Background: an optimization exercise with open tools, aiming at small area. Do not read the settings as production practice.
In this exercise RTL edits were held to simulation tests only and were not proved equivalent to the original.
The flow treats the clock pin as an ideal source. Dropping or thinning the clock tree relies on that and would not hold on a real chip.
Power and IR drop assume default switching activity.

==> flow/design.v <==
module perceptron_uart (
    input  wire rst_n,
    input  wire clk,
    input  wire rx,
    output wire tx
);
    reg [4:0] p;                  
    reg [5:0] j;                  
    wire rev_end = (p == 5'd31);
    always @(posedge clk) begin
        p <= p + 5'd1;
        j <= (j == 6'd0) ? 6'd32 : j - 6'd1;
    end
    wire rxs = rx;                
    reg rxm, txm;                 
    reg txq;                      
    reg [2:0] bc;                 
    wire clr = (bc == 3'd6);
    reg [5:0] q;                  
    reg [3:0] k;                  
    reg [1:0] op;                 
    reg bb;                       
    assign tx = txq;
    wire tick = rev_end && (q == 6'd63);
    wire idle = !rxm && !txm;
    wire start = idle && !rxs;
    reg [31:0] wr;
    reg [32:0] ir;
    wire wt = wr[0];
    wire it = ir[32];
    wire [3:0] a = p[3:0];
    wire valid = !j[5] && (j[4] != p[4]);      
    wire [3:0] tgt = {~bc[0], k[2:0]};
    wire sel_in = op[1] & op[0];
    wire [4:0] cmpv = sel_in ? {~j[4], j[3:0]} : p;
    wire hit = (cmpv == {bc[1], tgt}) && !(sel_in && j[5]);
    wire dwin = !k[3] && !bc[2];              
    wire ins = rxm && dwin && hit;
    wire w_in = !clr && ((ins && !op[0]) ? bb : wt);
    wire i_in = !clr && ((ins &&  op[0]) ? bb : it);
    always @(posedge clk) begin
        wr <= {w_in, wr[31:1]};
        ir <= {ir[31:0], i_in};
    end
    reg [4:0] ca, cb;             
    reg cr;                       
    wire a15 = (a == 4'd15);
    wire b15 = (j[3:0] == 4'd15);
    wire pp = (wt & it) ^ (a15 ^ b15);
    wire cst = (p == 5'd1) && j[5];           
    wire inc = valid ? pp : cst;
    wire [4:0] an = ca + {4'd0, inc & !p[4]};
    wire [4:0] bn = cb + {4'd0, inc &  p[4]};
    wire sbit = ca[0] ^ bn[0] ^ cr;           
    wire cout = (ca[0] & bn[0]) | (cr & (ca[0] ^ bn[0]));
    always @(posedge clk) begin
        if (rev_end) begin
            ca <= {1'b0, an[4:1]};
            cb <= {1'b0, bn[4:1]};
            cr <= (j == 6'd29) ? 1'b0 : cout;  
        end else begin
            ca <= an;
            cb <= bn;
        end
    end
    reg sb;
    always @(posedge clk) if (rev_end) sb <= sbit;
    wire [2:0] e = k[2:0];
    wire cbit = (e == 3'd0) ? op[1] :
                (e == 3'd2) || (e == 3'd5) || (e == 3'd6);
    wire expb = op[1] ? (k == 4'd3 || k == 4'd4) : (k == 4'd1);
    always @(posedge clk) begin
        if (start) q <= 6'd44;
        else if (rev_end) q <= (q == 6'd63) ? 6'd25 : q + 6'd1;
        if (start) k <= 4'd14;
        else if (tick) begin
            if ((rxm && k == 4'd7) || (txm && k == 4'd9)) k <= 4'd0;
            else k <= k + 4'd1;
        end
        if (rxm && tick && bc == 3'd7) begin
            if (k == 4'd15) op[0] <= rxs;
            else if (k == 4'd0) op[1] <= rxs;
            else if (k <= 4'd6 && rxs != expb) op <= 2'b00;
        end
        if (rxm) begin
            if (tick) bb <= rxs;
        end else if (txm && !k[3]) begin
            if (bc == 3'd7) bb <= cbit;
            else if (!bc[2]) begin
                if (hit) bb <= wt;
            end else if (hit && j == 6'd29) bb <= sb;
        end
    end
    always @(posedge clk or negedge rst_n) begin
        if (!rst_n) begin
            rxm <= 1'b0;
            txm <= 1'b0;
            txq <= 1'b1;
            bc  <= 3'd6;
        end else begin
            if (tick && rxm && clr) bc <= 3'd7;
            if (start) rxm <= 1'b1;
            if (rxm && tick && k == 4'd7) begin
                rxm <= 1'b0;
                if (bc == 3'd7) begin
                    if (op == 2'b01) begin
                        txm <= 1'b1;
                        txq <= 1'b0;
                    end else if (op[1]) begin
                        bc <= 3'd0;
                    end
                end else if (bc == 3'd3) begin
                    txm <= 1'b1;
                    txq <= 1'b0;
                    bc  <= 3'd7;
                end else begin
                    bc <= bc + 3'd1;
                end
            end
            if (txm && tick) begin
                if (!k[3]) txq <= bb;
                else if (k == 4'd8) txq <= 1'b1;
                else if ((bc == 3'd7 && op[1]) || bc == 3'd5) begin
                    txm <= 1'b0;
                    bc  <= 3'd7;
                end else begin
                    txq <= 1'b0;
                    bc  <= bc + 3'd1;
                end
            end
        end
    end
endmodule
clock: 12.0 ns
lec_check: 0
cap_margin: 20
core_margin: 2
core_utilization: 60
slew_margin: 20
standard.sh (not shown) runs the stock make flow with config.mk's settings and CLKGATE_MAP_FILE= SYNTH_SCRIPT=/design/flow/synth_recipe.tcl, a recipe that flattens the netlist after the stock synthesis.
==> flow/flow/run.sh <==
#!/bin/bash
# Own layout flow: the standard ORFS flow (standard.sh) with three changes:
#  - an area-oriented ABC script for the combinational logic, and adders left
#    to ABC instead of the half/full-adder map (registers are mapped exactly as
#    in the standard synthesis: the dfflibmap step is untouched);
#  - plain buf_1 cells as the port buffers;
#  - a flat clock distribution (mycts.tcl) in place of clock_tree_synthesis:
#    a few clock buffers, all fed straight from the clk port, each driving one
#    group of registers, so every register sees the same buffer delay.
# Every tool's output stays in the ORFS logs under orfs/logs; make's own output
# goes to standard.log.
set -euo pipefail
W=$(pwd)
rm -rf "$W/scripts_mod"
cp -r "$FLOW_HOME/scripts" "$W/scripts_mod"
cp "$W/flow/abc_area.script" "$W/scripts_mod/abc_area.script"
# swap the clock_tree_synthesis call for the flat distribution
sed -i "s|^log_cmd clock_tree_synthesis {\*}\$cts_args|source $W/flow/mycts.tcl|" "$W/scripts_mod/cts.tcl"
grep -q "mycts.tcl" "$W/scripts_mod/cts.tcl"
bash "$W/standard.sh" SCRIPTS_DIR="$W/scripts_mod" ABC_AREA=1 ADDER_MAP_FILE= \
    "BUFFER_PORTS_ARGS=-buffer_cell sky130_fd_sc_hd__buf_1" \
    "MY_CLK_BUF=$(cat "$W/flow/clkbuf.txt")" finish > "$W/standard.log" 2>&1
Other scripts of this flow, unchanged in this note and not shown: flow/flow/abc_area.script, flow/flow/clkbuf.txt, flow/flow/mycts.tcl
Rerun with:
--- a/flow/design.v
+++ b/flow/design.v
@@ -85,10 +85,8 @@
         if (rxm) begin
             if (tick) bb <= rxs;
         end else if (txm && !k[3]) begin
-            if (bc == 3'd7) bb <= cbit;
-            else if (!bc[2]) begin
-                if (hit) bb <= wt;
-            end else if (hit && j == 6'd29) bb <= sb;
+            if (bc == 3'd7 || (bc == 3'd4 && op[1])) bb <= cbit;
+            else if (hit && (!bc[2] || j == 6'd29)) bb <= bc[2] ? sb : wt;
         end
     end
     always @(posedge clk or negedge rst_n) begin
@@ -102,25 +100,16 @@
             if (start) rxm <= 1'b1;
             if (rxm && tick && k == 4'd7) begin
                 rxm <= 1'b0;
-                if (bc == 3'd7) begin
-                    if (op == 2'b01) begin
-                        txm <= 1'b1;
-                        txq <= 1'b0;
-                    end else if (op[1]) begin
-                        bc <= 3'd0;
-                    end
-                end else if (bc == 3'd3) begin
+                if (bc == 3'd3 || (bc == 3'd7 && op == 2'b01)) begin
                     txm <= 1'b1;
                     txq <= 1'b0;
-                    bc  <= 3'd7;
-                end else begin
-                    bc <= bc + 3'd1;
                 end
+                if (bc != 3'd7 || op[1]) bc <= bc + 3'd1;
             end
             if (txm && tick) begin
                 if (!k[3]) txq <= bb;
                 else if (k == 4'd8) txq <= 1'b1;
-                else if ((bc == 3'd7 && op[1]) || bc == 3'd5) begin
+                else if ((bc == 3'd4 && op[1]) || bc == 3'd5) begin
                     txm <= 1'b0;
                     bc  <= 3'd7;
                 end else begin
Effect:
- sequential power came out higher by about 3%
- final area went down by 2.0%
- first-iteration DRC count rises by 11%
- power went up by 3.0%
- core utilization goes down by 0.90 points
- synthesized area is lower by 2.1%
- flip-flop and latch count is unchanged
- wire length fell by 3.7%
- clock power hardly moves
- worst setup slack degrades by 0.021 ns
- worst hold slack loses 0.0097 ns
- via count is lower by 5.0%
- sequential share of layout area goes up by 1.2 points
- die area came out lower by 2.0%
In every run of this note, the design's own scripts or RTL, not TritonCTS, make the clock network.

==> re-timing with driven ports <==
How much do the figures lean on ideal ports? The routed layouts below were timed once more, with nothing changed but the port constraints. Step 1, drivers: a clkbuf_16 drives clk and a buf_2 each remaining input, both assumed. Step 2, shift: input delay + t, output delay - t, t = (earliest + latest rising clock arrival at the registers) / 2. This alone moves slack from input paths to output paths. a / b / c = ideal / step 1 / step 2; a / b = the first two.
run	shift t [ns]	setup WS [ns]	hold WS [ns]	worst setup path after step 2	clock arrival spread, ns
the first run	0.384	8.549 / 8.524 / 8.524	0.325 / 0.325 / 0.325	input to register	0.016 / 0.016
the second run	0.393	8.528 / 8.501 / 8.561	0.316 / 0.316 / 0.316	input to register	0.022 / 0.023
After both steps setup and hold are still met in every run listed. For the first run, which loses most, drivers alone change the setup slack by -0.025 ns; drivers and shift together by -0.025 ns.
